This design comes from an exercise in tuning for small area, a short achievable clock period and few clock cycles per item on the open sky130 flow, not from production work.
At most, simulation tests tie the RTL to the original design; equivalence was not proved.
Function not checked in run 3: the RTL went through the layout flow alone.
Power and IR drop assume default switching activity.

==> flow/design.v <==
module simple_generic_matrix_mult #(
    parameter integer M = 3,
    parameter integer N = 3,
    parameter integer P = 3,
    parameter integer DATA_WIDTH = 8
)(
    input  wire clk,
    input  wire rst,
    input  wire start,
    input  wire signed [DATA_WIDTH-1:0] a_in,
    input  wire [$clog2(M*N)-1:0] a_addr,
    input  wire a_wen,
    input  wire signed [DATA_WIDTH-1:0] b_in,
    input  wire [$clog2(N*P)-1:0] b_addr,
    input  wire b_wen,
    output reg [2*DATA_WIDTH-1:0] c_out,
    output reg c_valid,
    output reg done
);
    localparam integer E = 1;    
    reg [3:0] t;
    wire rd = start | ((t != 0) & (t <= 8));           
    wire rot_b = rd;                                    
    wire rot_a = rd & ((t == 2) | (t == 5) | (t == 8));  
    always @(posedge clk or posedge rst) begin
        if (rst) begin
            t <= 0;
            c_valid <= 0;
            done <= 0;
        end else begin
            c_valid <= (t >= E) && (t <= E + 8) && (t != 0 || start);
            done <= (t == E + 8);
            t <= (t == E + 8) ? 4'd0 : (start || t != 0) ? t + 4'd1 : 4'd0;
        end
    end
    reg [71:0] Am, Bm;
    genvar x;
    generate
        for (x = 0; x < 9; x = x + 1) begin : st
            wire wa = a_wen & (a_addr == x);
            wire wb = b_wen & (b_addr == x);
            wire ha = ~(wa | rot_a);
            wire hb = ~(wb | rot_b);
            always @(posedge clk) begin
                Am[8*x +: 8] <= ({8{wa}} & a_in) | ({8{rot_a}} & Am[8*((x + 3) % 9) +: 8])
                              | ({8{ha}} & Am[8*x +: 8]);
                Bm[8*x +: 8] <= ({8{wb}} & b_in) | ({8{rot_b}} & Bm[8*((x % 3 == 2) ? x - 2 : x + 1) +: 8])
                              | ({8{hb}} & Bm[8*x +: 8]);
            end
        end
    endgenerate
    wire [7:0] ma0 = Am[7:0], ma1 = Am[15:8], ma2 = Am[23:16];
    wire [7:0] mb0 = Bm[7:0], mb1 = Bm[31:24], mb2 = Bm[55:48];
    wire [7:0] a0 = ma0, a1 = ma1, a2 = ma2, b0 = mb0, b1 = mb1, b2 = mb2;
    wire pp0_0_0, pp0_0_1, pp0_0_2, pp0_0_3, pp0_0_4, pp0_0_5, pp0_0_6, pp0_0_7, pp0_1_0, pp0_1_1, pp0_1_2, pp0_1_3, pp0_1_4, pp0_1_5, pp0_1_6, pp0_1_7, pp0_2_0, pp0_2_1, pp0_2_2, pp0_2_3, pp0_2_4, pp0_2_5, pp0_2_6, pp0_2_7, pp0_3_0, pp0_3_1, pp0_3_2, pp0_3_3, pp0_3_4, pp0_3_5, pp0_3_6, pp0_3_7, pp0_4_0, pp0_4_1, pp0_4_2, pp0_4_3, pp0_4_4, pp0_4_5, pp0_4_6, pp0_4_7, pp0_5_0, pp0_5_1, pp0_5_2, pp0_5_3, pp0_5_4, pp0_5_5, pp0_5_6, pp0_5_7, pp0_6_0, pp0_6_1, pp0_6_2, pp0_6_3, pp0_6_4, pp0_6_5, pp0_6_6, pp0_6_7, pp0_7_0, pp0_7_1, pp0_7_2, pp0_7_3, pp0_7_4, pp0_7_5, pp0_7_6, pp0_7_7, pp1_0_0, pp1_0_1, pp1_0_2, pp1_0_3, pp1_0_4, pp1_0_5, pp1_0_6, pp1_0_7, pp1_1_0, pp1_1_1, pp1_1_2, pp1_1_3, pp1_1_4, pp1_1_5, pp1_1_6, pp1_1_7, pp1_2_0, pp1_2_1, pp1_2_2, pp1_2_3, pp1_2_4, pp1_2_5, pp1_2_6, pp1_2_7, pp1_3_0, pp1_3_1, pp1_3_2, pp1_3_3, pp1_3_4, pp1_3_5, pp1_3_6, pp1_3_7, pp1_4_0, pp1_4_1, pp1_4_2, pp1_4_3, pp1_4_4, pp1_4_5, pp1_4_6, pp1_4_7, pp1_5_0, pp1_5_1, pp1_5_2, pp1_5_3, pp1_5_4, pp1_5_5, pp1_5_6, pp1_5_7, pp1_6_0, pp1_6_1, pp1_6_2, pp1_6_3, pp1_6_4, pp1_6_5, pp1_6_6, pp1_6_7, pp1_7_0, pp1_7_1, pp1_7_2, pp1_7_3, pp1_7_4, pp1_7_5, pp1_7_6, pp1_7_7, pp2_0_0, pp2_0_1, pp2_0_2, pp2_0_3, pp2_0_4, pp2_0_5, pp2_0_6, pp2_0_7, pp2_1_0, pp2_1_1, pp2_1_2, pp2_1_3, pp2_1_4, pp2_1_5, pp2_1_6, pp2_1_7, pp2_2_0, pp2_2_1, pp2_2_2, pp2_2_3, pp2_2_4, pp2_2_5, pp2_2_6, pp2_2_7, pp2_3_0, pp2_3_1, pp2_3_2, pp2_3_3, pp2_3_4, pp2_3_5, pp2_3_6, pp2_3_7, pp2_4_0, pp2_4_1, pp2_4_2, pp2_4_3, pp2_4_4, pp2_4_5, pp2_4_6, pp2_4_7, pp2_5_0, pp2_5_1, pp2_5_2, pp2_5_3, pp2_5_4, pp2_5_5, pp2_5_6, pp2_5_7, pp2_6_0, pp2_6_1, pp2_6_2, pp2_6_3, pp2_6_4, pp2_6_5, pp2_6_6, pp2_6_7, pp2_7_0, pp2_7_1, pp2_7_2, pp2_7_3, pp2_7_4, pp2_7_5, pp2_7_6, pp2_7_7, s1, c2, s3, c4, s5, c6, s7, c8, s9, c10, s11, c12, s13, c14, s15, c16, s17, c18, s19, c20, s21, c22, s23, c24, s25, c26, s27, c28, s29, c30, s31, c32, s33, c34, s35, c36, s37, c38, s39, c40, s41, c42, s43, c44, s45, c46, s47, c48, s49, c50, s51, c52, s53, c54, s55, c56, s57, c58, s59, c60, s61, c62, s63, c64, s65, c66, s67, c68, s69, c70, s71, c72, s73, c74, s75, c76, s77, c78, s79, c80, s81, c82, s83, c84, s85, c86, s87, c88, s89, c90, s91, c92, s93, c94, s95, c96, s97, c98, s99, c100, s101, c102, s103, c104, s105, c106, s107, c108, s109, c110, s111, c112, s113, c114, s115, c116, s117, c118, s119, c120, s121, c122, s123, c124, s125, c126, s127, c128, s129, c130, s131, c132, s133, c134, s135, c136, s137, c138, s139, c140, s141, c142, s143, c144, s145, c146, s147, c148, s149, c150, s151, c152, s153, c154, s155, c156, s157, c158, s159, c160, s161, c162, s163, c164, s165, c166, s167, c168, s169, c170, s171, c172, s173, c174, s175, c176, s177, c178, s179, c180, s181, c182, s183, c184, s185, c186, s187, c188, s189, c190, s191, c192, s193, c194, s195, c196, s197, c198, s199, c200, s201, c202, s203, c204, s205, c206, s207, c208, s209, c210, s211, c212, s213, c214, s215, c216, s217, c218, s219, c220, s221, c222, s223, c224, s225, c226, s227, c228, s229, c230, s231, c232, s233, c234, s235, c236, s237, c238, s239, c240, s241, c242, s243, c244, s245, c246, s247, c248, s249, c250, s251, c252, s253, c254, s255, c256, s257, c258, s259, c260, s261, c262, s263, c264, s265, c266, s267, c268, s269, c270, s271, c272, s273, c274, s275, c276, s277, c278, s279, c280, s281, c282, s283, c284, s285, c286, s287, c288, s289, c290, s291, c292, s293, c294, s295, c296, s297, s298, c299, s300, c301, s302, c303, s304, c305, s306, c307, s308, c309, s310, c311, s312, c313, s314, c315, s316, c317, s318, c319, s320, c321, s322, c323, s324, c325, s326, c327, s328, c329, s330, c331, s332, c333, s334, c335, s336, c337, s338, c339, s340, c341, s342, c343, s344, c345, s346, c347, s348, c349, s350;
    assign pp0_0_0 = ~(a0[0] & b0[0]);
    assign pp0_0_1 = ~(a0[0] & b0[1]);
    assign pp0_0_2 = ~(a0[0] & b0[2]);
    assign pp0_0_3 = ~(a0[0] & b0[3]);
    assign pp0_0_4 = ~(a0[0] & b0[4]);
    assign pp0_0_5 = ~(a0[0] & b0[5]);
    assign pp0_0_6 = ~(a0[0] & b0[6]);
    assign pp0_0_7 = a0[0] & b0[7];
    assign pp0_1_0 = ~(a0[1] & b0[0]);
    assign pp0_1_1 = ~(a0[1] & b0[1]);
    assign pp0_1_2 = ~(a0[1] & b0[2]);
    assign pp0_1_3 = ~(a0[1] & b0[3]);
    assign pp0_1_4 = ~(a0[1] & b0[4]);
    assign pp0_1_5 = ~(a0[1] & b0[5]);
    assign pp0_1_6 = ~(a0[1] & b0[6]);
    assign pp0_1_7 = a0[1] & b0[7];
    assign pp0_2_0 = ~(a0[2] & b0[0]);
    assign pp0_2_1 = ~(a0[2] & b0[1]);
    assign pp0_2_2 = ~(a0[2] & b0[2]);
    assign pp0_2_3 = ~(a0[2] & b0[3]);
    assign pp0_2_4 = ~(a0[2] & b0[4]);
    assign pp0_2_5 = ~(a0[2] & b0[5]);
    assign pp0_2_6 = ~(a0[2] & b0[6]);
    assign pp0_2_7 = a0[2] & b0[7];
    assign pp0_3_0 = ~(a0[3] & b0[0]);
    assign pp0_3_1 = ~(a0[3] & b0[1]);
    assign pp0_3_2 = ~(a0[3] & b0[2]);
    assign pp0_3_3 = ~(a0[3] & b0[3]);
    assign pp0_3_4 = ~(a0[3] & b0[4]);
    assign pp0_3_5 = ~(a0[3] & b0[5]);
    assign pp0_3_6 = ~(a0[3] & b0[6]);
    assign pp0_3_7 = a0[3] & b0[7];
    assign pp0_4_0 = ~(a0[4] & b0[0]);
    assign pp0_4_1 = ~(a0[4] & b0[1]);
    assign pp0_4_2 = ~(a0[4] & b0[2]);
    assign pp0_4_3 = ~(a0[4] & b0[3]);
    assign pp0_4_4 = ~(a0[4] & b0[4]);
    assign pp0_4_5 = ~(a0[4] & b0[5]);
    assign pp0_4_6 = ~(a0[4] & b0[6]);
    assign pp0_4_7 = a0[4] & b0[7];
    assign pp0_5_0 = ~(a0[5] & b0[0]);
    assign pp0_5_1 = ~(a0[5] & b0[1]);
    assign pp0_5_2 = ~(a0[5] & b0[2]);
    assign pp0_5_3 = ~(a0[5] & b0[3]);
    assign pp0_5_4 = ~(a0[5] & b0[4]);
    assign pp0_5_5 = ~(a0[5] & b0[5]);
    assign pp0_5_6 = ~(a0[5] & b0[6]);
    assign pp0_5_7 = a0[5] & b0[7];
    assign pp0_6_0 = ~(a0[6] & b0[0]);
    assign pp0_6_1 = ~(a0[6] & b0[1]);
    assign pp0_6_2 = ~(a0[6] & b0[2]);
    assign pp0_6_3 = ~(a0[6] & b0[3]);
    assign pp0_6_4 = ~(a0[6] & b0[4]);
    assign pp0_6_5 = ~(a0[6] & b0[5]);
    assign pp0_6_6 = ~(a0[6] & b0[6]);
    assign pp0_6_7 = a0[6] & b0[7];
    assign pp0_7_0 = a0[7] & b0[0];
    assign pp0_7_1 = a0[7] & b0[1];
    assign pp0_7_2 = a0[7] & b0[2];
    assign pp0_7_3 = a0[7] & b0[3];
    assign pp0_7_4 = a0[7] & b0[4];
    assign pp0_7_5 = a0[7] & b0[5];
    assign pp0_7_6 = a0[7] & b0[6];
    assign pp0_7_7 = ~(a0[7] & b0[7]);
    assign pp1_0_0 = ~(a1[0] & b1[0]);
    assign pp1_0_1 = ~(a1[0] & b1[1]);
    assign pp1_0_2 = ~(a1[0] & b1[2]);
    assign pp1_0_3 = ~(a1[0] & b1[3]);
    assign pp1_0_4 = ~(a1[0] & b1[4]);
    assign pp1_0_5 = ~(a1[0] & b1[5]);
    assign pp1_0_6 = ~(a1[0] & b1[6]);
    assign pp1_0_7 = a1[0] & b1[7];
    assign pp1_1_0 = ~(a1[1] & b1[0]);
    assign pp1_1_1 = ~(a1[1] & b1[1]);
    assign pp1_1_2 = ~(a1[1] & b1[2]);
    assign pp1_1_3 = ~(a1[1] & b1[3]);
    assign pp1_1_4 = ~(a1[1] & b1[4]);
    assign pp1_1_5 = ~(a1[1] & b1[5]);
    assign pp1_1_6 = ~(a1[1] & b1[6]);
    assign pp1_1_7 = a1[1] & b1[7];
    assign pp1_2_0 = ~(a1[2] & b1[0]);
    assign pp1_2_1 = ~(a1[2] & b1[1]);
    assign pp1_2_2 = ~(a1[2] & b1[2]);
    assign pp1_2_3 = ~(a1[2] & b1[3]);
    assign pp1_2_4 = ~(a1[2] & b1[4]);
    assign pp1_2_5 = ~(a1[2] & b1[5]);
    assign pp1_2_6 = ~(a1[2] & b1[6]);
    assign pp1_2_7 = a1[2] & b1[7];
    assign pp1_3_0 = ~(a1[3] & b1[0]);
    assign pp1_3_1 = ~(a1[3] & b1[1]);
    assign pp1_3_2 = ~(a1[3] & b1[2]);
    assign pp1_3_3 = ~(a1[3] & b1[3]);
    assign pp1_3_4 = ~(a1[3] & b1[4]);
    assign pp1_3_5 = ~(a1[3] & b1[5]);
    assign pp1_3_6 = ~(a1[3] & b1[6]);
    assign pp1_3_7 = a1[3] & b1[7];
    assign pp1_4_0 = ~(a1[4] & b1[0]);
    assign pp1_4_1 = ~(a1[4] & b1[1]);
    assign pp1_4_2 = ~(a1[4] & b1[2]);
    assign pp1_4_3 = ~(a1[4] & b1[3]);
    assign pp1_4_4 = ~(a1[4] & b1[4]);
    assign pp1_4_5 = ~(a1[4] & b1[5]);
    assign pp1_4_6 = ~(a1[4] & b1[6]);
    assign pp1_4_7 = a1[4] & b1[7];
    assign pp1_5_0 = ~(a1[5] & b1[0]);
    assign pp1_5_1 = ~(a1[5] & b1[1]);
    assign pp1_5_2 = ~(a1[5] & b1[2]);
    assign pp1_5_3 = ~(a1[5] & b1[3]);
    assign pp1_5_4 = ~(a1[5] & b1[4]);
    assign pp1_5_5 = ~(a1[5] & b1[5]);
    assign pp1_5_6 = ~(a1[5] & b1[6]);
    assign pp1_5_7 = a1[5] & b1[7];
    assign pp1_6_0 = ~(a1[6] & b1[0]);
    assign pp1_6_1 = ~(a1[6] & b1[1]);
    assign pp1_6_2 = ~(a1[6] & b1[2]);
    assign pp1_6_3 = ~(a1[6] & b1[3]);
    assign pp1_6_4 = ~(a1[6] & b1[4]);
    assign pp1_6_5 = ~(a1[6] & b1[5]);
    assign pp1_6_6 = ~(a1[6] & b1[6]);
    assign pp1_6_7 = a1[6] & b1[7];
    assign pp1_7_0 = a1[7] & b1[0];
    assign pp1_7_1 = a1[7] & b1[1];
    assign pp1_7_2 = a1[7] & b1[2];
    assign pp1_7_3 = a1[7] & b1[3];
    assign pp1_7_4 = a1[7] & b1[4];
    assign pp1_7_5 = a1[7] & b1[5];
    assign pp1_7_6 = a1[7] & b1[6];
    assign pp1_7_7 = ~(a1[7] & b1[7]);
    assign pp2_0_0 = ~(a2[0] & b2[0]);
    assign pp2_0_1 = ~(a2[0] & b2[1]);
    assign pp2_0_2 = ~(a2[0] & b2[2]);
    assign pp2_0_3 = ~(a2[0] & b2[3]);
    assign pp2_0_4 = ~(a2[0] & b2[4]);
    assign pp2_0_5 = ~(a2[0] & b2[5]);
    assign pp2_0_6 = ~(a2[0] & b2[6]);
    assign pp2_0_7 = a2[0] & b2[7];
    assign pp2_1_0 = ~(a2[1] & b2[0]);
    assign pp2_1_1 = ~(a2[1] & b2[1]);
    assign pp2_1_2 = ~(a2[1] & b2[2]);
    assign pp2_1_3 = ~(a2[1] & b2[3]);
    assign pp2_1_4 = ~(a2[1] & b2[4]);
    assign pp2_1_5 = ~(a2[1] & b2[5]);
    assign pp2_1_6 = ~(a2[1] & b2[6]);
    assign pp2_1_7 = a2[1] & b2[7];
    assign pp2_2_0 = ~(a2[2] & b2[0]);
    assign pp2_2_1 = ~(a2[2] & b2[1]);
    assign pp2_2_2 = ~(a2[2] & b2[2]);
    assign pp2_2_3 = ~(a2[2] & b2[3]);
    assign pp2_2_4 = ~(a2[2] & b2[4]);
    assign pp2_2_5 = ~(a2[2] & b2[5]);
    assign pp2_2_6 = ~(a2[2] & b2[6]);
    assign pp2_2_7 = a2[2] & b2[7];
    assign pp2_3_0 = ~(a2[3] & b2[0]);
    assign pp2_3_1 = ~(a2[3] & b2[1]);
    assign pp2_3_2 = ~(a2[3] & b2[2]);
    assign pp2_3_3 = ~(a2[3] & b2[3]);
    assign pp2_3_4 = ~(a2[3] & b2[4]);
    assign pp2_3_5 = ~(a2[3] & b2[5]);
    assign pp2_3_6 = ~(a2[3] & b2[6]);
    assign pp2_3_7 = a2[3] & b2[7];
    assign pp2_4_0 = ~(a2[4] & b2[0]);
    assign pp2_4_1 = ~(a2[4] & b2[1]);
    assign pp2_4_2 = ~(a2[4] & b2[2]);
    assign pp2_4_3 = ~(a2[4] & b2[3]);
    assign pp2_4_4 = ~(a2[4] & b2[4]);
    assign pp2_4_5 = ~(a2[4] & b2[5]);
    assign pp2_4_6 = ~(a2[4] & b2[6]);
    assign pp2_4_7 = a2[4] & b2[7];
    assign pp2_5_0 = ~(a2[5] & b2[0]);
    assign pp2_5_1 = ~(a2[5] & b2[1]);
    assign pp2_5_2 = ~(a2[5] & b2[2]);
    assign pp2_5_3 = ~(a2[5] & b2[3]);
    assign pp2_5_4 = ~(a2[5] & b2[4]);
    assign pp2_5_5 = ~(a2[5] & b2[5]);
    assign pp2_5_6 = ~(a2[5] & b2[6]);
    assign pp2_5_7 = a2[5] & b2[7];
    assign pp2_6_0 = ~(a2[6] & b2[0]);
    assign pp2_6_1 = ~(a2[6] & b2[1]);
    assign pp2_6_2 = ~(a2[6] & b2[2]);
    assign pp2_6_3 = ~(a2[6] & b2[3]);
    assign pp2_6_4 = ~(a2[6] & b2[4]);
    assign pp2_6_5 = ~(a2[6] & b2[5]);
    assign pp2_6_6 = ~(a2[6] & b2[6]);
    assign pp2_6_7 = a2[6] & b2[7];
    assign pp2_7_0 = a2[7] & b2[0];
    assign pp2_7_1 = a2[7] & b2[1];
    assign pp2_7_2 = a2[7] & b2[2];
    assign pp2_7_3 = a2[7] & b2[3];
    assign pp2_7_4 = a2[7] & b2[4];
    assign pp2_7_5 = a2[7] & b2[5];
    assign pp2_7_6 = a2[7] & b2[6];
    assign pp2_7_7 = ~(a2[7] & b2[7]);
    mm_fa u_s1 (.a(pp0_0_0), .b(pp1_0_0), .c(pp2_0_0), .s(s1), .co(c2));
    mm_fa u_s3 (.a(pp0_0_1), .b(pp0_1_0), .c(pp1_0_1), .s(s3), .co(c4));
    mm_fa u_s5 (.a(pp1_1_0), .b(pp2_0_1), .c(pp2_1_0), .s(s5), .co(c6));
    mm_fa u_s7 (.a(c2), .b(s3), .c(s5), .s(s7), .co(c8));
    assign s9 = ~(pp0_0_2 ^ pp0_1_1);
    assign c10 = pp0_0_2 | pp0_1_1;
    mm_fa u_s11 (.a(pp0_2_0), .b(pp1_0_2), .c(pp1_1_1), .s(s11), .co(c12));
    mm_fa u_s13 (.a(pp1_2_0), .b(pp2_0_2), .c(pp2_1_1), .s(s13), .co(c14));
    mm_fa u_s15 (.a(pp2_2_0), .b(c4), .c(c6), .s(s15), .co(c16));
    mm_fa u_s17 (.a(s9), .b(s11), .c(s13), .s(s17), .co(c18));
    mm_fa u_s19 (.a(c8), .b(s15), .c(s17), .s(s19), .co(c20));
    assign s21 = ~(pp0_0_3 ^ pp0_1_2);
    assign c22 = pp0_0_3 | pp0_1_2;
    mm_fa u_s23 (.a(pp0_2_1), .b(pp0_3_0), .c(pp1_0_3), .s(s23), .co(c24));
    mm_fa u_s25 (.a(pp1_1_2), .b(pp1_2_1), .c(pp1_3_0), .s(s25), .co(c26));
    mm_fa u_s27 (.a(pp2_0_3), .b(pp2_1_2), .c(pp2_2_1), .s(s27), .co(c28));
    mm_fa u_s29 (.a(pp2_3_0), .b(c10), .c(c12), .s(s29), .co(c30));
    mm_fa u_s31 (.a(c14), .b(s21), .c(s23), .s(s31), .co(c32));
    mm_fa u_s33 (.a(s25), .b(s27), .c(c16), .s(s33), .co(c34));
    mm_fa u_s35 (.a(c18), .b(s29), .c(s31), .s(s35), .co(c36));
    mm_fa u_s37 (.a(s33), .b(c20), .c(s35), .s(s37), .co(c38));
    assign s39 = ~(pp0_0_4 ^ pp0_1_3);
    assign c40 = pp0_0_4 | pp0_1_3;
    mm_fa u_s41 (.a(pp0_2_2), .b(pp0_3_1), .c(pp0_4_0), .s(s41), .co(c42));
    mm_fa u_s43 (.a(pp1_0_4), .b(pp1_1_3), .c(pp1_2_2), .s(s43), .co(c44));
    mm_fa u_s45 (.a(pp1_3_1), .b(pp1_4_0), .c(pp2_0_4), .s(s45), .co(c46));
    mm_fa u_s47 (.a(pp2_1_3), .b(pp2_2_2), .c(pp2_3_1), .s(s47), .co(c48));
    mm_fa u_s49 (.a(pp2_4_0), .b(c22), .c(c24), .s(s49), .co(c50));
    mm_fa u_s51 (.a(c26), .b(c28), .c(s39), .s(s51), .co(c52));
    mm_fa u_s53 (.a(s41), .b(s43), .c(s45), .s(s53), .co(c54));
    mm_fa u_s55 (.a(s47), .b(c30), .c(c32), .s(s55), .co(c56));
    mm_fa u_s57 (.a(s49), .b(s51), .c(s53), .s(s57), .co(c58));
    mm_fa u_s59 (.a(c34), .b(c36), .c(s55), .s(s59), .co(c60));
    assign s61 = ~(pp0_0_5 ^ pp0_1_4);
    assign c62 = pp0_0_5 | pp0_1_4;
    mm_fa u_s63 (.a(pp0_2_3), .b(pp0_3_2), .c(pp0_4_1), .s(s63), .co(c64));
    mm_fa u_s65 (.a(pp0_5_0), .b(pp1_0_5), .c(pp1_1_4), .s(s65), .co(c66));
    mm_fa u_s67 (.a(pp1_2_3), .b(pp1_3_2), .c(pp1_4_1), .s(s67), .co(c68));
    mm_fa u_s69 (.a(pp1_5_0), .b(pp2_0_5), .c(pp2_1_4), .s(s69), .co(c70));
    mm_fa u_s71 (.a(pp2_2_3), .b(pp2_3_2), .c(pp2_4_1), .s(s71), .co(c72));
    mm_fa u_s73 (.a(pp2_5_0), .b(c40), .c(c42), .s(s73), .co(c74));
    mm_fa u_s75 (.a(c44), .b(c46), .c(c48), .s(s75), .co(c76));
    mm_fa u_s77 (.a(s61), .b(s63), .c(s65), .s(s77), .co(c78));
    mm_fa u_s79 (.a(s67), .b(s69), .c(s71), .s(s79), .co(c80));
    mm_fa u_s81 (.a(c50), .b(c52), .c(c54), .s(s81), .co(c82));
    mm_fa u_s83 (.a(s73), .b(s75), .c(s77), .s(s83), .co(c84));
    mm_fa u_s85 (.a(s79), .b(c56), .c(c58), .s(s85), .co(c86));
    assign s87 = ~(pp0_0_6 ^ pp0_1_5);
    assign c88 = pp0_0_6 | pp0_1_5;
    mm_fa u_s89 (.a(pp0_2_4), .b(pp0_3_3), .c(pp0_4_2), .s(s89), .co(c90));
    mm_fa u_s91 (.a(pp0_5_1), .b(pp0_6_0), .c(pp1_0_6), .s(s91), .co(c92));
    mm_fa u_s93 (.a(pp1_1_5), .b(pp1_2_4), .c(pp1_3_3), .s(s93), .co(c94));
    mm_fa u_s95 (.a(pp1_4_2), .b(pp1_5_1), .c(pp1_6_0), .s(s95), .co(c96));
    mm_fa u_s97 (.a(pp2_0_6), .b(pp2_1_5), .c(pp2_2_4), .s(s97), .co(c98));
    mm_fa u_s99 (.a(pp2_3_3), .b(pp2_4_2), .c(pp2_5_1), .s(s99), .co(c100));
    mm_fa u_s101 (.a(pp2_6_0), .b(c62), .c(c64), .s(s101), .co(c102));
    mm_fa u_s103 (.a(c66), .b(c68), .c(c70), .s(s103), .co(c104));
    mm_fa u_s105 (.a(c72), .b(s87), .c(s89), .s(s105), .co(c106));
    mm_fa u_s107 (.a(s91), .b(s93), .c(s95), .s(s107), .co(c108));
    mm_fa u_s109 (.a(s97), .b(s99), .c(c74), .s(s109), .co(c110));
    mm_fa u_s111 (.a(c76), .b(c78), .c(c80), .s(s111), .co(c112));
    mm_fa u_s113 (.a(s101), .b(s103), .c(s105), .s(s113), .co(c114));
    mm_fa u_s115 (.a(s107), .b(c82), .c(s109), .s(s115), .co(c116));
    mm_fa u_s117 (.a(c84), .b(s111), .c(s113), .s(s117), .co(c118));
    assign s119 = ~(pp0_0_7 ^ pp0_1_6);
    assign c120 = pp0_0_7 | pp0_1_6;
    mm_fa u_s121 (.a(pp0_2_5), .b(pp0_3_4), .c(pp0_4_3), .s(s121), .co(c122));
    mm_fa u_s123 (.a(pp0_5_2), .b(pp0_6_1), .c(pp0_7_0), .s(s123), .co(c124));
    mm_fa u_s125 (.a(pp1_0_7), .b(pp1_1_6), .c(pp1_2_5), .s(s125), .co(c126));
    mm_fa u_s127 (.a(pp1_3_4), .b(pp1_4_3), .c(pp1_5_2), .s(s127), .co(c128));
    mm_fa u_s129 (.a(pp1_6_1), .b(pp1_7_0), .c(pp2_0_7), .s(s129), .co(c130));
    mm_fa u_s131 (.a(pp2_1_6), .b(pp2_2_5), .c(pp2_3_4), .s(s131), .co(c132));
    mm_fa u_s133 (.a(pp2_4_3), .b(pp2_5_2), .c(pp2_6_1), .s(s133), .co(c134));
    mm_fa u_s135 (.a(pp2_7_0), .b(c88), .c(c90), .s(s135), .co(c136));
    mm_fa u_s137 (.a(c92), .b(c94), .c(c96), .s(s137), .co(c138));
    mm_fa u_s139 (.a(c98), .b(c100), .c(s119), .s(s139), .co(c140));
    mm_fa u_s141 (.a(s121), .b(s123), .c(s125), .s(s141), .co(c142));
    mm_fa u_s143 (.a(s127), .b(s129), .c(s131), .s(s143), .co(c144));
    mm_fa u_s145 (.a(s133), .b(c102), .c(c104), .s(s145), .co(c146));
    mm_fa u_s147 (.a(c106), .b(c108), .c(s135), .s(s147), .co(c148));
    mm_fa u_s149 (.a(s137), .b(s139), .c(s141), .s(s149), .co(c150));
    mm_fa u_s151 (.a(s143), .b(c110), .c(c112), .s(s151), .co(c152));
    mm_fa u_s153 (.a(s145), .b(c114), .c(s147), .s(s153), .co(c154));
    mm_fa u_s155 (.a(pp0_1_7), .b(pp0_2_6), .c(pp0_3_5), .s(s155), .co(c156));
    mm_fa u_s157 (.a(pp0_4_4), .b(pp0_5_3), .c(pp0_6_2), .s(s157), .co(c158));
    mm_fa u_s159 (.a(pp0_7_1), .b(pp1_1_7), .c(pp1_2_6), .s(s159), .co(c160));
    mm_fa u_s161 (.a(pp1_3_5), .b(pp1_4_4), .c(pp1_5_3), .s(s161), .co(c162));
    mm_fa u_s163 (.a(pp1_6_2), .b(pp1_7_1), .c(pp2_1_7), .s(s163), .co(c164));
    mm_fa u_s165 (.a(pp2_2_6), .b(pp2_3_5), .c(pp2_4_4), .s(s165), .co(c166));
    mm_fa u_s167 (.a(pp2_5_3), .b(pp2_6_2), .c(pp2_7_1), .s(s167), .co(c168));
    mm_fa u_s169 (.a(c120), .b(c122), .c(c124), .s(s169), .co(c170));
    mm_fa u_s171 (.a(c126), .b(c128), .c(c130), .s(s171), .co(c172));
    mm_fa u_s173 (.a(c132), .b(c134), .c(s155), .s(s173), .co(c174));
    mm_fa u_s175 (.a(s157), .b(s159), .c(s161), .s(s175), .co(c176));
    mm_fa u_s177 (.a(s163), .b(s165), .c(s167), .s(s177), .co(c178));
    mm_fa u_s179 (.a(c136), .b(c138), .c(c140), .s(s179), .co(c180));
    mm_fa u_s181 (.a(c142), .b(c144), .c(s169), .s(s181), .co(c182));
    mm_fa u_s183 (.a(s171), .b(s173), .c(s175), .s(s183), .co(c184));
    mm_fa u_s185 (.a(s177), .b(c146), .c(c148), .s(s185), .co(c186));
    mm_fa u_s187 (.a(c150), .b(s179), .c(s181), .s(s187), .co(c188));
    assign s189 = ~(pp0_2_7 ^ pp0_3_6);
    assign c190 = pp0_2_7 | pp0_3_6;
    mm_fa u_s191 (.a(pp0_4_5), .b(pp0_5_4), .c(pp0_6_3), .s(s191), .co(c192));
    mm_fa u_s193 (.a(pp0_7_2), .b(pp1_2_7), .c(pp1_3_6), .s(s193), .co(c194));
    mm_fa u_s195 (.a(pp1_4_5), .b(pp1_5_4), .c(pp1_6_3), .s(s195), .co(c196));
    mm_fa u_s197 (.a(pp1_7_2), .b(pp2_2_7), .c(pp2_3_6), .s(s197), .co(c198));
    mm_fa u_s199 (.a(pp2_4_5), .b(pp2_5_4), .c(pp2_6_3), .s(s199), .co(c200));
    mm_fa u_s201 (.a(pp2_7_2), .b(c156), .c(c158), .s(s201), .co(c202));
    mm_fa u_s203 (.a(c160), .b(c162), .c(c164), .s(s203), .co(c204));
    mm_fa u_s205 (.a(c166), .b(c168), .c(s189), .s(s205), .co(c206));
    mm_fa u_s207 (.a(s191), .b(s193), .c(s195), .s(s207), .co(c208));
    mm_fa u_s209 (.a(s197), .b(s199), .c(c170), .s(s209), .co(c210));
    mm_fa u_s211 (.a(c172), .b(c174), .c(c176), .s(s211), .co(c212));
    mm_fa u_s213 (.a(c178), .b(s201), .c(s203), .s(s213), .co(c214));
    mm_fa u_s215 (.a(s205), .b(s207), .c(c180), .s(s215), .co(c216));
    mm_fa u_s217 (.a(c182), .b(s209), .c(c184), .s(s217), .co(c218));
    mm_fa u_s219 (.a(pp0_3_7), .b(pp0_4_6), .c(pp0_5_5), .s(s219), .co(c220));
    mm_fa u_s221 (.a(pp0_6_4), .b(pp0_7_3), .c(pp1_3_7), .s(s221), .co(c222));
    mm_fa u_s223 (.a(pp1_4_6), .b(pp1_5_5), .c(pp1_6_4), .s(s223), .co(c224));
    mm_fa u_s225 (.a(pp1_7_3), .b(pp2_3_7), .c(pp2_4_6), .s(s225), .co(c226));
    mm_fa u_s227 (.a(pp2_5_5), .b(pp2_6_4), .c(pp2_7_3), .s(s227), .co(c228));
    mm_fa u_s229 (.a(c190), .b(c192), .c(c194), .s(s229), .co(c230));
    mm_fa u_s231 (.a(c196), .b(c198), .c(c200), .s(s231), .co(c232));
    mm_fa u_s233 (.a(s219), .b(s221), .c(s223), .s(s233), .co(c234));
    mm_fa u_s235 (.a(s225), .b(s227), .c(c202), .s(s235), .co(c236));
    mm_fa u_s237 (.a(c204), .b(c206), .c(c208), .s(s237), .co(c238));
    mm_fa u_s239 (.a(s229), .b(s231), .c(s233), .s(s239), .co(c240));
    mm_fa u_s241 (.a(c210), .b(c212), .c(c214), .s(s241), .co(c242));
    mm_fa u_s243 (.a(s235), .b(s237), .c(s239), .s(s243), .co(c244));
    mm_fa u_s245 (.a(pp0_4_7), .b(pp0_5_6), .c(pp0_6_5), .s(s245), .co(c246));
    mm_fa u_s247 (.a(pp0_7_4), .b(pp1_4_7), .c(pp1_5_6), .s(s247), .co(c248));
    mm_fa u_s249 (.a(pp1_6_5), .b(pp1_7_4), .c(pp2_4_7), .s(s249), .co(c250));
    mm_fa u_s251 (.a(pp2_5_6), .b(pp2_6_5), .c(pp2_7_4), .s(s251), .co(c252));
    mm_fa u_s253 (.a(c220), .b(c222), .c(c224), .s(s253), .co(c254));
    mm_fa u_s255 (.a(c226), .b(c228), .c(s245), .s(s255), .co(c256));
    mm_fa u_s257 (.a(s247), .b(s249), .c(s251), .s(s257), .co(c258));
    mm_fa u_s259 (.a(c230), .b(c232), .c(c234), .s(s259), .co(c260));
    mm_fa u_s261 (.a(s253), .b(s255), .c(s257), .s(s261), .co(c262));
    mm_fa u_s263 (.a(c236), .b(c238), .c(c240), .s(s263), .co(c264));
    mm_fa u_s265 (.a(pp0_5_7), .b(pp0_6_6), .c(pp0_7_5), .s(s265), .co(c266));
    mm_fa u_s267 (.a(pp1_5_7), .b(pp1_6_6), .c(pp1_7_5), .s(s267), .co(c268));
    mm_fa u_s269 (.a(pp2_5_7), .b(pp2_6_6), .c(pp2_7_5), .s(s269), .co(c270));
    mm_fa u_s271 (.a(c246), .b(c248), .c(c250), .s(s271), .co(c272));
    mm_fa u_s273 (.a(c252), .b(s265), .c(s267), .s(s273), .co(c274));
    mm_fa u_s275 (.a(s269), .b(c254), .c(c256), .s(s275), .co(c276));
    mm_fa u_s277 (.a(c258), .b(s271), .c(s273), .s(s277), .co(c278));
    mm_fa u_s279 (.a(c260), .b(c262), .c(s275), .s(s279), .co(c280));
    mm_fa u_s281 (.a(pp0_6_7), .b(pp0_7_6), .c(pp1_6_7), .s(s281), .co(c282));
    mm_fa u_s283 (.a(pp1_7_6), .b(pp2_6_7), .c(pp2_7_6), .s(s283), .co(c284));
    mm_fa u_s285 (.a(c266), .b(c268), .c(c270), .s(s285), .co(c286));
    mm_fa u_s287 (.a(s281), .b(s283), .c(c272), .s(s287), .co(c288));
    mm_fa u_s289 (.a(c274), .b(s285), .c(c276), .s(s289), .co(c290));
    mm_fa u_s291 (.a(pp0_7_7), .b(pp1_7_7), .c(pp2_7_7), .s(s291), .co(c292));
    mm_fa u_s293 (.a(c282), .b(c284), .c(s291), .s(s293), .co(c294));
    mm_fa u_s295 (.a(c286), .b(s293), .c(c288), .s(s295), .co(c296));
    assign s297 = 1'b1 ^ c292 ^ c294;
    mm_fa u_s298 (.a(ra_s57), .b(ra_c38), .c(ra_s59), .s(s298), .co(c299));
    mm_fa u_s300 (.a(ra_s81), .b(ra_s83), .c(ra_c60), .s(s300), .co(c301));
    mm_fa u_s302 (.a(ra_s85), .b(c299), .c(s300), .s(s302), .co(c303));
    mm_fa u_s304 (.a(ra_c86), .b(ra_s115), .c(ra_s117), .s(s304), .co(c305));
    mm_fa u_s306 (.a(c301), .b(s304), .c(c303), .s(s306), .co(c307));
    mm_fa u_s308 (.a(ra_s149), .b(ra_c116), .c(ra_s151), .s(s308), .co(c309));
    mm_fa u_s310 (.a(ra_c118), .b(ra_s153), .c(c305), .s(s310), .co(c311));
    mm_fa u_s312 (.a(s308), .b(s310), .c(c307), .s(s312), .co(c313));
    mm_fa u_s314 (.a(ra_s183), .b(ra_c152), .c(ra_c154), .s(s314), .co(c315));
    mm_fa u_s316 (.a(ra_s185), .b(ra_s187), .c(c309), .s(s316), .co(c317));
    mm_fa u_s318 (.a(s314), .b(c311), .c(s316), .s(s318), .co(c319));
    mm_fa u_s320 (.a(ra_s211), .b(ra_s213), .c(ra_c186), .s(s320), .co(c321));
    mm_fa u_s322 (.a(ra_c188), .b(ra_s215), .c(ra_s217), .s(s322), .co(c323));
    mm_fa u_s324 (.a(c315), .b(s320), .c(s322), .s(s324), .co(c325));
    mm_fa u_s326 (.a(c317), .b(s324), .c(c319), .s(s326), .co(c327));
    mm_fa u_s328 (.a(ra_c216), .b(ra_c218), .c(ra_s241), .s(s328), .co(c329));
    mm_fa u_s330 (.a(ra_s243), .b(c321), .c(c323), .s(s330), .co(c331));
    mm_fa u_s332 (.a(s328), .b(c325), .c(s330), .s(s332), .co(c333));
    mm_fa u_s334 (.a(ra_s259), .b(ra_s261), .c(ra_c242), .s(s334), .co(c335));
    mm_fa u_s336 (.a(ra_c244), .b(ra_s263), .c(c329), .s(s336), .co(c337));
    mm_fa u_s338 (.a(s334), .b(c331), .c(s336), .s(s338), .co(c339));
    mm_fa u_s340 (.a(ra_s277), .b(ra_c264), .c(ra_s279), .s(s340), .co(c341));
    mm_fa u_s342 (.a(c335), .b(s340), .c(c337), .s(s342), .co(c343));
    mm_fa u_s344 (.a(ra_s287), .b(ra_c278), .c(ra_c280), .s(s344), .co(c345));
    mm_fa u_s346 (.a(ra_s289), .b(c341), .c(s344), .s(s346), .co(c347));
    mm_fa u_s348 (.a(ra_c290), .b(ra_s295), .c(c345), .s(s348), .co(c349));
    assign s350 = ra_s297 ^ ra_c296 ^ c349;
    reg ra_s1, ra_s7, ra_s19, ra_s37, ra_s57, ra_c38, ra_s59, ra_s81, ra_s83, ra_c60, ra_s85, ra_c86, ra_s115, ra_s117, ra_s149, ra_c116, ra_s151, ra_c118, ra_s153, ra_s183, ra_c152, ra_c154, ra_s185, ra_s187, ra_s211, ra_s213, ra_c186, ra_c188, ra_s215, ra_s217, ra_c216, ra_c218, ra_s241, ra_s243, ra_s259, ra_s261, ra_c242, ra_c244, ra_s263, ra_s277, ra_c264, ra_s279, ra_s287, ra_c278, ra_c280, ra_s289, ra_c290, ra_s295, ra_s297, ra_c296;
    always @(posedge clk) begin
        ra_s1 <= s1;
        ra_s7 <= s7;
        ra_s19 <= s19;
        ra_s37 <= s37;
        ra_s57 <= s57;
        ra_c38 <= c38;
        ra_s59 <= s59;
        ra_s81 <= s81;
        ra_s83 <= s83;
        ra_c60 <= c60;
        ra_s85 <= s85;
        ra_c86 <= c86;
        ra_s115 <= s115;
        ra_s117 <= s117;
        ra_s149 <= s149;
        ra_c116 <= c116;
        ra_s151 <= s151;
        ra_c118 <= c118;
        ra_s153 <= s153;
        ra_s183 <= s183;
        ra_c152 <= c152;
        ra_c154 <= c154;
        ra_s185 <= s185;
        ra_s187 <= s187;
        ra_s211 <= s211;
        ra_s213 <= s213;
        ra_c186 <= c186;
        ra_c188 <= c188;
        ra_s215 <= s215;
        ra_s217 <= s217;
        ra_c216 <= c216;
        ra_c218 <= c218;
        ra_s241 <= s241;
        ra_s243 <= s243;
        ra_s259 <= s259;
        ra_s261 <= s261;
        ra_c242 <= c242;
        ra_c244 <= c244;
        ra_s263 <= s263;
        ra_s277 <= s277;
        ra_c264 <= c264;
        ra_s279 <= s279;
        ra_s287 <= s287;
        ra_c278 <= c278;
        ra_c280 <= c280;
        ra_s289 <= s289;
        ra_c290 <= c290;
        ra_s295 <= s295;
        ra_s297 <= s297;
        ra_c296 <= c296;
    end
    wire [15:0] row1 = {s350, c347, s346, c339, c333, s332, s326, s318, s312, s306, s302, s298, ra_s37, ra_s19, ra_s7, ra_s1};
    wire [15:0] row2 = {1'b0, s348, c343, s342, s338, c327, 1'b0, c313, 1'b0, 1'b0, 1'b0, 1'b0, 1'b0, 1'b0, 1'b0, 1'b0};
    always @(posedge clk) c_out <= ~(row1 + row2);
endmodule
module mm_fa (input wire a, input wire b, input wire c, output wire s, output wire co);
    assign s = a ^ b ^ c;
    assign co = (a & b) | (a & c) | (b & c);
endmodule
module mm_ha (input wire a, input wire b, output wire s, output wire co);
    assign s = a ^ b;
    assign co = a & b;
endmodule
==> flow/flow/run.sh <==
#!/bin/bash
set -euo pipefail
bash standard.sh SETUP_SLACK_MARGIN=6.9 "BUFFER_PORTS_ARGS=-buffer_cell sky130_fd_sc_hd__buf_2" finish > standard_flow.log 2>&1
==> flow/standard.sh <==
#!/bin/bash
# synth_recipe.tcl (not shown) runs the flow's synth.tcl, then flattens the netlist and writes it again
# the make line also repeats each setting of config.mk as NAME=value (left out here)
make -C /OpenROAD-flow-scripts/flow DESIGN_CONFIG=/design/flow/config.mk WORK_HOME=/design/flow/orfs CLKGATE_MAP_FILE= SYNTH_SCRIPT=/design/flow/synth_recipe.tcl "${@:-finish}"
==> flow/config.mk <==
export PLATFORM = sky130hd
export DESIGN_NAME = simple_generic_matrix_mult
export DESIGN_NICKNAME = simple_generic_matrix_mult
export VERILOG_FILES = /design/flow/design.v
export SDC_FILE = /design/flow/constraint.sdc
export NUM_CORES = 4
export LEC_CHECK = 0
export ABC_CLOCK_PERIOD_IN_PS = 3000
export CAP_MARGIN = 20
export CORE_MARGIN = 2
export CORE_UTILIZATION = 70
export CTS_BUF_LIST = sky130_fd_sc_hd__clkbuf_8
export CTS_CLUSTER_DIAMETER = 60
export CTS_CLUSTER_SIZE = 14
export SLEW_MARGIN = 20
export SYNTH_HIERARCHICAL = 1
export SYNTH_MINIMUM_KEEP_SIZE = 0
==> flow/constraint.sdc <==
create_clock -name core_clock -period 10.0 [get_ports {clk}]
set_input_delay 2.0000 -clock core_clock [delete_from_list [all_inputs] [get_ports {clk}]]
set_output_delay 2.0000 -clock core_clock [all_outputs]
set_load 0.01 [all_outputs]
==> flow_results.org, run 1 <==
** Status
- The flow ran to the end and the layout has no timing, DRC or antenna violations.

** Global route
- Grt ovf :: 0
- Antenna violations before repair :: 0
- Global-route wire length before repair :: 45.02 mm
- Entering global routing, the biggest net connects 73 pins.
- Number of global-route vias before repair :: 8618
- Aggregate global-route resource usage :: 31.20%

** Final layout
- Layout fillers :: around 1200
- In the final design database the tool counted between 1000 and 1500 nets.
- Measured on the finished design, the core utilization comes to 75.47%.
- Inserted Diodes :: 0
- In the final layout, the share of cells above drive strength 1 is 12.16%.
- Area of combinational cells with multiple inputs :: 7611 µm²
- Area added between synthesis and finish :: 5.703%
- Registers take between 4000 and 5000 µm².

** Place
- Number of buffers inserted by port buffering :: 46
- Worst slack at placement :: 5.845 ns
- Estimated wirelength of the detail-placed design :: roughly 20 mm
- Routability-driven placement finished with a final weighted congestion of slightly below 0.9.

** STA
- Final setup TNS :: 0 ns
- Clock skew on the completed layout was measured at about 0.012 ns.
- Unrepaired setup endpoints after global routing :: true
- The number of pins exceeding their max-slew limit in the final report was 0.
- Max Clock Freq :: 322.8 MHz
- In this run the tightest slew margin relative to its limit is 51.18%.
- The worst path in the final design needs a cycle of 3.098 ns, including I/O delays and setup.
- In the finished design, the share of the clock period the worst path needs comes to 30.98%.
- Final setup violation count :: 0
- Hold Violations, Final :: 0
- Smallest setup slack after layout :: 6.902 ns
- Final hold analysis gives a worst-case slack of roughly 0.36 ns.
- At the pin with the least slew margin, the transition time is 0.7323 ns.

** Worst setup path
- STA classifies the critical path startpoint as an input port.
- Req. time, crit path :: ~10 ns
- Worst setup path class :: in -> reg
- Data arrives at the worst endpoint at 3.57 ns.
- Type of destination of the critical path :: flop
- In this run the worst path has a maximum fanout of 20.

** Drt
- Detailed-route vias per instance :: 6.497
- For this run, design rule violations remaining after detail routing come to 0.
- After detailed routing, the average wire length per cell comes to 21.42 µm.
- Total Wirelength :: approximately 28 mm
- Across all layers, the routed design uses ~8600 vias.
- Initial drt markers :: 974
- Number of nets with antenna violations after routing :: 0
- Length of the first detailed-routing pass in iterations :: 6

** Power
- Power Total :: 4780 µW
- In this run the power density over the cells is approximately 370 nW/µm².
- The worst-case IR drop observed on VDD is 0.6207 mV.
- P_leak :: 0.005043 µW

** Min path
- The path class of the tightest hold or removal check is reg -> reg.

** CTS
- Insertion delay to the later sink of the worst-skew pair :: between 0.5 and 0.6 ns
- Buffer levels on the longest clock path :: 3
- Number of sinks on the clock net :: between 200 and 250
- CTS HTree Levels :: 1
- Post-CTS clock slew at the launch and capture registers of the worst setup and hold paths :: 0.09 ns
- Cell at the root of the clock tree :: clkbuf_8
- CTS tree :: done
- Clock tree synthesis inserted a total of 19 buffers.

** Synthesis
- Post-synth design cell area :: about 12000 µm²
- Net count after synthesis :: 1323
- Number of register bits inferred by synthesis :: 216
- Sequential area share after synthesis :: 35.38%
- In this run, synthesis inferred 0 flip-flops with an integrated enable.
- Cells after synthesis :: 1108
- Share of synthesized flip-flops with an asynchronous set or reset :: 2.778%
- The netlist uses 46 different library cells.
- The most used flip-flop cell after synthesis is dfxtp_1.
- Number of warning messages in the yosys log :: 7
- Dividing the synthesized area by the synthesized cell count gives approximately 11 µm².

** Floorplan
- Die Area :: approximately 19000 µm²
- The floorplan step defined a core boundary enclosing 17240 µm².
- Placement row count :: 48
- The die is 136.6 µm tall.
- Once the floorplan was initialized, standard cells occupied 71.40% of the core.
- Die span in x :: 136.6 µm
- I/O Pins :: 47

** Flow run
- Max capacitance violation total :: 0
[routing by layer]
layer	up-vias	wire length [µm]	GRT usage, %
li1	3774	-	-
met2	372	13300	50.31
met5	-	0	0
met3	70	1921	4.778
met1	4353	12200	43.81
met4	0	843	9.954
[worst max-delay path, cell delays in order]
cell and delay [ns]:
buf_2 0.39, nand2b_4 0.37, nor2_1 0.09, nor3_2 0.45, a221o_1 0.25
[cells in the mapped netlist, types with 4 or more instances]
cell      number  area [µm²]
a21o_1        72       540.5
buf_1          8       30.03
clkinv_1       7       26.28
nand2b_1       4       25.02
a21oi_1        7       35.03
xnor2_1        5       43.79
buf_2         20       100.1
clkbuf_1      53       198.9
nand2_1      147       551.8
ha_1          19       237.7
xor2_1         4       35.03
fa_1         167        3343
a22o_1        72       630.6
dfxtp_1      210        4204
nor4_1        14       87.58
nor3_1        51       255.2
and2_1        61       381.6
inv_1         31       116.4
buf_8          7       105.1
o21ai_0        4       20.02
nand3b_1       4       30.03
nor2_2         5       31.28
dfrtp_1        6       150.1
a221o_1       70       700.7
nor2_1        28       105.1
[worst paths after layout]
| kind | startpoint | to | slack (ns) | depth (start not counted) |
|---|---|---|---|---|
| setup / recovery | b_addr[1] | Bm[46] | 6.90 | 5 |
| hold / removal | ra_s37 | c_out[3] | 0.36 | 1 |
| setup reg to reg | ra_s81 | c_out[14] | 6.99 | 10 |
| hold reg to reg | ra_s37 | c_out[3] | 0.36 | 1 |
| max in group asynchronous | rst | t[1] | 8.44 | 2 |
| min in group asynchronous | rst | t[2] | 1.37 | 2 |
[state kept, by name, indices dropped and copies added, names as in the netlist, 4 cells and up]
register	flops
Am	72
Bm	72
c_out	16
t	4
[report_power, final]
part | total (µW) | switching [µW] | internal [µW]
combinational | 2650 | 1370 | 1280
sequential | 1680 | 416 | 1260
clock | 458 | 275 | 182
total | 4780 | 2060 | 2720
[cells by family after synthesis]
logic type	after synthesis	share of synthesized area, %
xor gates and xnor gates	10	0.8642
adders and majority gates	186	29.10
DFF	216	35.38
and+or+nand+nor	331	13.22
muxes	1	0.08134
AOI/OAI and AO/OA	234	16.37
buffers and inverters	130	4.992
[cell usage in the layout (no fill, tap or decap), types with 2 or more instances in the layout]
cell type  netlist  layout
a21o_1          72      72
a21oi_1          7       6
a221o_1         70      70
a221o_2          2       2
a22o_1          72      72
and2_1          61      61
buf_2           20      45
buf_4            2       6
clkbuf_8         0      20
clkinv_1         7       7
clkinv_2         0       2
dfrtp_1          6       6
dfxtp_1        210     210
fa_1           167     161
fa_2             0       6
ha_1            19      16
ha_2             0       2
inv_1           31      32
nand2_1        147     146
nand2b_1         4       2
nand2b_4         0       2
nand3b_1         4       5
nor2_1          28      17
nor2_2           5       4
nor2_4           0      12
nor2b_1          3       3
nor3_1          51      42
nor3_2           3       9
nor3_4           0       3
nor4_1          14      14
nor4_4           0       2
o211ai_1         2       2
o21ai_0          4       4
or3b_4           0       3
xnor2_1          5       5
xor2_1           4       4
[metrics by stage]
stage / instance area [µm²] / std cells
detailed placement: 12540 / 1289
CTS: 13000 / 1319
global route: 13010 / 1319
global placement: 12540 / 1289
finish: 13010 / 1319
floorplan: 12550 / 1108
[timing repair]
item                       in CTS  in global routing
hold endpoints to repair        0                  0
setup endpoints to repair     123                 50
pin swaps                       4                  3
hold buffers                    0                  0
buffers inserted                4                  0
cloned                          2                  0
gates resized for setup        23                  2
[modules after synthesis (local to each module, per instance)]
module / flip-flops and latches / times used / cell area, µm²
simple_generic_matrix_mult: 216 / 1 / 8964
mm_fa: 0 / 167 / 20.02
[cell type report]
type	instances	share of cell area, %
Clock buffer	20	2.116
Clock inverter	4	0.1635
Inverter	38	1.096
Multi-Input combinational cell	763	58.51
Sequential cell	216	33.47
Tap cell	225	2.164
Timing Repair Buffer	53	2.481
Testbench counts, summed over its fixed seeds: cycles 30,400, items 14,400.
==> inputs of run 2 (changes only) <==
==> flow/flow/run.sh (replaced) <==
#!/bin/bash
set -euo pipefail
bash standard.sh SETUP_SLACK_MARGIN=6.8 "BUFFER_PORTS_ARGS=-buffer_cell sky130_fd_sc_hd__buf_2" finish > standard_flow.log 2>&1
==> run 2 against run 1 <==
  * Still clean
  * Worst hold slack worse by 0.0045 ns
  * Global-route usage shrank 0.41 points
  * Cell count hardly changed
  * Flip-flop and latch count stayed put
  * Die area is the same
  * Non-clock buffer count fell by 2
  * Setup slack worse by 0.068 ns
  * Count of clock-buffer cells in the layout increased by 1
  * Highest routed layer unchanged
==> flow_results.org, run 2 <==
** Status
- The run finished with no timing, DRC or antenna violations.

** Drt
- Detailed-routed wire length on met3 :: 1.929 mm (+0.42%)
- Met1 wire length :: 12.16 mm (-0.30%)
- Length of the first detailed-routing pass in iterations :: 5 (-1)
- Number of nets with antenna violations after routing :: 0 (unchanged)
- Remaining design rule violation count :: 0 (unchanged)
- Total Wirelength :: 27.80 mm (-1.6%)
- Number of vias after detailed routing :: 8302 (-3.1%)
- The routed length per placed instance came to 21.06 µm (-1.7%).
- Initial drt markers :: 882 (-9.4%)
- Top Layer Used :: met4
- Detailed-route vias per instance :: 6.289 (-3.2%)
- The sum of met2 wire segment lengths after detailed routing is 13.02 mm (-2.1%).

** Power
- The leakage power came to 0.005016 µW (-0.53%).
- Switching power share of the total :: 42.98% (-0.10 points)
- The clock network power share was 10.2% (+0.6 points).
- Maximum resistive drop on vdd :: 0.7114 mV (+15%)
- Gate power share :: 54.5% (-0.9 points)
- Power density over the cells :: 368.0 nW/µm² (+0.15%)
- The sequential share of power was 35.3% (+0.2 points).
- Power Total :: 4748 µW (-0.67%)
- The net switching power of the design was 2041 µW (-0.91%).
- The cell-internal power came to 2707 µW (-0.49%).

** Final layout
- Relative to the synthesized area, the layout overhead comes to 4.840%.
- Inserted Diodes :: 0 (unchanged)
- Leaving out fill and tap cells, the most frequent cell in the layout is dfxtp_1.
- The fraction of final layout cells sized beyond drive strength 1 was 11.14% (-1.0 points).
- The multi-input logic area is 7513 µm² (-1.3%).
- The number of nets at the end of the flow was 1305 (-0.077%).
- The top cell types in the final layout, fill and taps aside, are 210 x dfxtp_1, 163 x fa_1, 146 x nand2_1.
- Area of all sequential standard cells :: 4354 µm² (unchanged)
- Top Registers :: Am: 72 flops, Bm: 72 flops, c_out: 16 flops
- The final cell area excluding filler cells came to 12900 µm² (-0.82%).
- Layout fillers :: 1211 (+0.25%)

** Place
- The placer congestion estimate was 0.8613 (-2.3%).
- The number of input and output port buffers inserted is 46 (unchanged).
- The cell area after placement is 12410 µm² (-1.0%).
- Worst slack at placement :: 5.823 ns (-0.02209 ns)
- Estimated wirelength of the detail-placed design :: 20.26 mm (-0.12%)

** Global route
- Antenna violations before repair :: 0 (unchanged)
- The first-pass GRT wire length was 44.35 mm (-1.5%).
- The total grt overflow is 0 (unchanged).
- Maximum number of pins on one net before global-route repair :: 82 (+12%)
- The total routing resource utilization after global routing is 30.79% (-0.41 points).
- Number of global-route vias before repair :: 8549 (-0.80%)

** Synthesis
- The count of cell types in the netlist came to 46 (unchanged).
- Post-synth top area share :: 34.16% (unchanged)
- The proportion of synthesized flip-flops having asynchronous set or reset is 2.778% (unchanged).
- Synth Area per Inst :: 11.11 µm² (unchanged)
- Among all cell types in the netlist, the one instantiated most often is dfxtp_1.
- The warning count from the yosys run was 7 (unchanged).
- Dominant synthesized flop cell :: dfxtp_1
- After synthesis, the cell types taking the most area are dfxtp_1 34%, fa_1 27%, a221o_1 5.7%.
- Cells after synthesis :: 1108 (unchanged)
- Post-synth design cell area :: 12310 µm² (unchanged)
- Synth top cells by count :: 210 x dfxtp_1, 167 x fa_1, 147 x nand2_1
- Cell accounting for the most synthesized area :: dfxtp_1
- Number of register bits inferred by synthesis :: 216 (unchanged)
- The post-synth net total was 1323 (unchanged).
- The count of flip-flops with a built-in enable after synthesis was 0 (unchanged).
- The portion of the post-synthesis area used by sequential elements came to 35.38% (unchanged).

** STA
- The number of pins exceeding their max-slew limit in the final report came to 0 (unchanged).
- The highest achievable clock rate came to 315.9 MHz (-2.1%).
- The setup clock skew after layout was 0.01971 ns (+0.007340 ns).
- Setup repair after global routing could not meet its margin everywhere.
- The number of hold-slack violations in the final timing report is 0 (unchanged).
- The number of failing setup endpoints in the final timing report is 0 (unchanged).
- The worst slew margin relative to its limit was 53.36% (+2.2 points).
- The worst-case hold slack came to 0.3595 ns (-0.004493 ns).
- Smallest setup slack after layout :: 6.834 ns (-0.06764 ns)
- Final setup TNS :: 0 ns (unchanged)
- The transition time at the pin with the least slew margin is 0.6970 ns (-0.03528 ns).
- The part of the cycle the worst path needs was 31.66% (+0.68 points).
- Final worst path period need :: 3.166 ns (+0.06764 ns)

** Worst setup path
- Startpoint type of the worst setup path :: input port
- Buf+Inv Stages, Crit Path :: 2 (+1)
- Length in cells of the worst reg-to-reg path :: 9 (-1)
- The maximum cell stage delay along the critical path was 0.36 ns (-0.09 ns).
- Worst endpoint data arrival time :: 3.59 ns (+0.02 ns)
- Total number of cells along the worst setup path :: 6 (+1)
- Req. time, crit path :: 10.43 ns (-0.04 ns)
- Launch point of the critical path :: start
- Cell-by-cell listing of the critical path :: buf_2 > nor3b_2 > o31ai_4 > clkbuf_16 > nor2_1 > a21o_1
- Worst reg2reg startpoint :: ra_s149
- The critical path in this run is classified as in -> reg.
- The worst setup path is captured at a flop.
- The cell family contributing the most delay on the critical path is buffers and inverters.
- The largest individual stage delay along the critical path comes from the cell buf_2.
- Highest fanout seen on the critical path :: 81 (+310%)

** Min path
- The cell count of the worst hold path was 1 (unchanged).
- Hold wc startpoint :: ra_s19
- Path type of the worst min-delay path :: reg -> reg

** CTS
- The largest buffer count on any clock path came to 3 (unchanged).
- The clock net sink count is 216 (unchanged).
- The clock input transition at the sequential cells of the worst setup and hold paths is 0.08 ns (about the same).
- TritonCTS buffer count :: 20 (+1)
- The number of buffers inserted by hold repair at cts was 0 (unchanged).
- The root buffer cell chosen for the clock tree is clkbuf_8.
- The H-tree depth was 1 (unchanged).
- Insertion delay to the later sink of the worst-skew pair :: 0.53 ns (about the same)
- TritonCTS built the clock tree.

** Floorplan
- The effective utilization at floorplan was 71.40% (unchanged).
- The horizontal extent of the die came to 136.6 µm (unchanged).
- The vertical extent of the die was 136.6 µm (unchanged).
- The number of top-level pins is 47 (unchanged).
- Core ar. :: 17240 µm² (unchanged)
- Placement row count :: 48 (unchanged)
- Die Area :: 18660 µm² (unchanged)

** Flow run
- The max-cap check violation count came to 0 (unchanged).
-- run 2: cell counts after synthesis --
Identical to the previous run, type by type.
-- run 2: metal layers --
metal	global-route usage, %	vias to the layer above
met1	43.30	4151
met5	0	-
met3	5.556	65
li1	-	3775
met2	48.83	311
met4	10.01	0
-- run 2: power groups by stage --
stage	Sequential [µW]	Combinational (µW)	Clock (µW)
after floorplan	1410	2000	0
after global placement	1670	2230	0
after detailed placement	1680	2340	0
after CTS	1660	2530	496
after global routing	1720	2930	529
final	1670	2590	485
-- run 2: final timing paths --
check | slack [ns] | to
max | 6.83 | Am[0]
min | 0.36 | c_out[2]
max reg2reg | 6.92 | c_out[15]
min reg2reg | 0.36 | c_out[2]
max in group asynchronous | 8.45 | t[3]
min in group asynchronous | 1.37 | t[2]
-- run 2: cell type report --
class | instances | share of cell area [%]
Multi-Input combinational cell | 763 | 58.23
Sequential cell | 216 | 33.75
Clock buffer | 21 | 2.240
Timing Repair Buffer | 51 | 2.211
Tap cell | 225 | 2.182
Inverter | 38 | 1.106
Clock inverter | 6 | 0.2812
-- run 2: cell families (layout without fill, tap and decap cells) --
logic type	count (synthesis)	in the layout	share of synthesized area, %
mux	1	1	0.08134
fa+ha+maj	186	186	29.10
buf+inv	130	116	4.992
xor+xnor	10	10	0.8642
compound gates	234	234	16.37
flops	216	216	35.38
simple gates	331	332	13.22
-- run 2: repair_timing --
item / in CTS / in global routing
gates cloned: 1 / 0
setup buffers: 0 / 2
endpoints found under the setup margin: 138 / 122
pin swaps: 2 / 3
gates resized for setup: 14 / 18
-- run 2: Yosys stat by module, one instance, submodules excluded --
module | area [µm²] | flip-flops and latches | copies in the design | cells inside
mm_fa | 20.02 | 0 | 167 | 1
simple_generic_matrix_mult | 8964 | 216 | 1 | 941
-- run 2: stage by stage --
stage	std cells	utilization, %
floorplan	1108	-
global placement	1290	71.99
detailed placement	1290	71.99
CTS	1318	74.32
global route	1320	74.85
finish	1320	74.85
==> inputs of run 3 (changes only) <==
--- a/flow/design.v
+++ b/flow/design.v
@@ -23,3 +23,3 @@
     wire rot_b = rd;                                    
-    wire rot_a = rd & ((t == 2) | (t == 5) | (t == 8));  
+    wire rot_a = (t == 2) | (t == 5) | (t == 8);         
     always @(posedge clk or posedge rst) begin
@@ -30,3 +30,3 @@
         end else begin
-            c_valid <= (t >= E) && (t <= E + 8) && (t != 0 || start);
+            c_valid <= (E == 0) ? ((t <= 8) && (t != 0 || start)) : ((t >= E) && (t <= E + 8));
             done <= (t == E + 8);
==> flow/flow/run.sh (replaced) <==
#!/bin/bash
set -euo pipefail
bash standard.sh SETUP_SLACK_MARGIN=7 "BUFFER_PORTS_ARGS=-buffer_cell sky130_fd_sc_hd__buf_2" finish > standard_flow.log 2>&1
==> run 3 against run 2 <==
  * Via count rose by 4.4%
  * Non-clock buffer count increased by 3
  * First-iteration DRC count rose by 11%
  * Routed wire length is 7.5% higher
==> flow_results.org, run 3 <==
** CTS
- The number of buffers inserted by hold repair at cts is 0 (unchanged).
- The clock latency on the worst-skew pair was 0.53 ns (about the same).
- CTS HTree Levels :: 1 (unchanged)
- Buffer levels on the longest clock path :: 3 (unchanged)
- The clock net sink count was 216 (unchanged).
- The TritonCTS buffer count came to 20 (unchanged).
- Post-CTS clock slew at the launch and capture registers of the worst setup and hold paths :: 0.09 ns (about the same)
- CTS tree :: done
- Cell at the root of the clock tree :: clkbuf_8

** Synthesis
- The proportion of synthesized flip-flops having asynchronous set or reset came to 2.778% (unchanged).
- Cell accounting for the most synthesized area :: dfxtp_1
- Synth Area per Inst :: 11.05 µm² (-0.54%)
- Synth top cells by count :: 210 x dfxtp_1, 167 x fa_1, 147 x nand2_1
- The area fraction of the dominant cell type after synthesis was 34.44% (+0.28 points).
- Count of unique library cells instantiated by Yosys :: 44 (-4.3%)
- Number of register bits inferred by synthesis :: 216 (unchanged)
- The post-synth net total is 1319 (-0.30%).
- Sequential area share after synthesis :: 35.67% (+0.29 points)
- Area contributors post-synth :: dfxtp_1 34%, fa_1 27%, a221o_1 5.9%
- Cells after synthesis :: 1105 (-0.27%)
- Count of flip-flops with a built-in enable after synthesis :: 0 (unchanged)
- Most frequent cell after synthesis :: dfxtp_1
- Dominant synthesized flop cell :: dfxtp_1
- Post-synth design cell area :: 12210 µm² (-0.81%)
- The warning count from the yosys run came to 7 (unchanged).

** STA
- The number of pins exceeding their max-slew limit in the final report came to 0 (unchanged).
- Max_slew headroom :: 38.05% (-15 points)
- Unrepaired setup endpoints after global routing :: true
- The setup clock skew after layout is 0.02318 ns (+0.003469 ns).
- The accumulated negative setup slack came to 0 ns (unchanged).
- Final worst path period share :: 30.38% (-1.3 points)
- The minimum period implied by the final worst setup slack came to 3.038 ns (-0.1275 ns).
- Final setup violation count :: 0 (unchanged)
- The transition time at the pin with the least slew margin came to 0.9293 ns (+0.2323 ns).
- The number of hold-slack violations in the final timing report came to 0 (unchanged).
- The highest achievable clock rate is 329.1 MHz (+4.2%).

** Drt
- Length of the first detailed-routing pass in iterations :: 7 (+2)
- The initial DRC count came to 978 (+11%).
- The number of vias in the routed layout was 8665 (+4.4%).
- Total Wirelength :: 29.90 mm (+7.5%)
- Final routed wire length divided by cell count :: 22.70 µm (+7.8%)
- Number of nets with antenna violations after routing :: 0 (unchanged)
- Detailed-route vias per instance :: 6.579 (+4.6%)
- The total DRC errors in the routed layout is 0 (unchanged).

** Place
- The half-perimeter wire length of the detailed placement result is 20.92 mm (+3.2%).
- The placer congestion estimate was 0.8957 (+4.0%).
- The number of input and output port buffers inserted was 46 (unchanged).

** Flow run
- The max-cap check violation count came to 0 (unchanged).

** Power
- Power density over the cells :: 391.4 nW/µm² (+6.4%)
- The leakage power is 0.005080 µW (+1.3%).
- The worst vdd rail ir drop came to 0.6607 mV (-7.1%).

** Worst setup path
- Type of destination of the critical path :: primary output
- Max incr delay on CP :: 0.38 ns (+0.02 ns)
- The data required time at the worst endpoint is 8.00 ns (-2.43 ns).
- Cell-by-cell listing of the critical path :: buf_2
- Crit-path slowest cell :: dfrtp_1
- Largest delay share family, worst path :: flip-flops
- Highest fanout seen on the critical path :: 1 (-99%)
- The worst setup path is launched from a flop.
- The worst setup path is of the reg -> out kind.
- The count of buffer and inverter cells on the critical path is 1 (-1).
- The critical path data arrival time was 1.04 ns (-2.55 ns).

** Floorplan
- Die Area :: 18510 µm² (-0.79%)
- Placement row count :: 48 (unchanged)
- I/O Pins :: 47 (unchanged)
- The floorplan core area came to 17180 µm² (-0.35%).
- The effective utilization at floorplan is 71.07% (-0.33 points).
- Floorplan die height :: 136.1 µm (-0.40%)
- Die span in x :: 136.1 µm (-0.40%)

** Global route
- The number of global-route vias before repair is 8700 (+1.8%).
- Grt ovf :: 0 (unchanged)
- Maximum number of pins on one net before global-route repair :: 82 (unchanged)
- Aggregate global-route resource usage :: 33.08% (+2.3 points)
- Antenna violations before repair :: 0 (unchanged)
- The first-pass GRT wire length was 46.69 mm (+5.3%).

** Final layout
- Area of all sequential standard cells :: 4373 µm² (+0.43%)
- Area added between synthesis and finish :: 7.739%
- The filler cell count in the final layout is 1129 (-6.8%).
- Top Registers :: Am: 72 flops, Bm: 72 flops, c_out: 16 flops
- Most common cell after layout, fill and taps aside :: dfxtp_1
- Layout Utilization :: 76.57% (+1.7 points)
- Nets :: 1302 (-0.23%)
- The fraction of final layout cells sized beyond drive strength 1 was 13.84% (+2.7 points).
- The top cell types in the final layout, fill and taps aside, are 195 x dfxtp_1, 159 x fa_1, 146 x nand2_1.
- The multi-input logic area came to 7650 µm² (+1.8%).

** Min path
- Path type of the worst min-delay path :: reg -> reg

** Status
- The flow ran to the end and the layout has no timing, DRC or antenna violations.
[run 3: modules after synthesis, one instance, submodules excluded]
module                      flops+latches  times used  area [µm²]
simple_generic_matrix_mult            216           1        8864
mm_fa                                   0         167       20.02
[run 3: cells by family after synthesis]
group / after synthesis / synth area share, %
AOI/OAI and AO/OA: 232 / 16.34
adders and majority gates: 185 / 29.23
DFF: 216 / 35.67
and+or+nand+nor: 330 / 13.17
xor gates and xnor gates: 10 / 0.7791
muxes: 2 / 0.1742
buffers and inverters: 130 / 4.633
[run 3: power breakdown]
group	total (µW)	internal, µW	leakage, µW	switching [µW]
logic	2920	1400	0.00307	1520
clock network	532	245	0.000188	288
registers	1690	1260	0.00182	429
total	5150	2910	0.00508	2240
[run 3: worst paths after layout]
kind / startpoint / end / slack (ns) / cells after the start
min: ra_s7 / c_out[1] / 0.37 / 1
min reg2reg: ra_s7 / c_out[1] / 0.37 / 1
max: done / done / 6.96 / 1
min in group asynchronous: rst / t[2] / 1.39 / 2
max reg2reg: ra_s149 / c_out[13] / 6.96 / 9
max in group asynchronous: rst / c_valid / 8.40 / 2
[run 3: repair_timing]
| action | in CTS | in global routing |
|---|---|---|
| setup buffers | 6 | 0 |
| pin swaps | 14 | 8 |
| setup endpoints to repair | 63 | 68 |
| gates resized for setup | 32 | 32 |
| gates cloned | 1 | 0 |
[run 3: metal layers]
metal	wire, µm	global-route usage, %	vias up
li1	-	-	3766
met1	11980	45.46	4270
met2	14170	51.93	524
met3	2692	6.637	105
met4	1062	13.66	0
met5	0	0	-
[run 3: metrics by stage]
stage	setup slack [ns]	total power [µW]	cells	cell area [µm²]	hold slack (ns)
floorplan	6.816	3417	1105	12420	0.3379
global placement	5.962	3937	1284	12470	0.3384
detailed placement	5.867	4116	1284	12470	0.3446
CTS	6.880	5003	1316	13030	0.3656
global route	6.893	5490	1316	13150	0.3768
finish	6.962	5148	1317	13150	0.3680
[run 3: worst register-to-register path, stage by stage (launching register included)]
cell and delay, ns:
dfxtp_1 0.33, fa_2 0.39, fa_1 0.49, fa_2 0.37, fa_2 0.38, ha_4 0.29, a31oi_4 0.19, o21bai_4 0.09
a21oi_1 0.23, xor2_1 0.20
[run 3: cell type report]
cell class,count,share of cell area [%]
multi-input combinational,760,58.17
sequential,216,33.25
timing repair buffer,54,2.607
clock buffer,21,2.198
tap,225,2.141
inverter,36,1.027
clock inverter,4,0.5899
antenna,1,0.01903

Check on run 3: ideal ports give 6.962 ns setup slack; a clkbuf_16 on the clock port and buf_2 on the inputs give 6.918 ns; moving port delays by the midpoint clock arrival (0.564 ns) as well gives 6.475 ns.
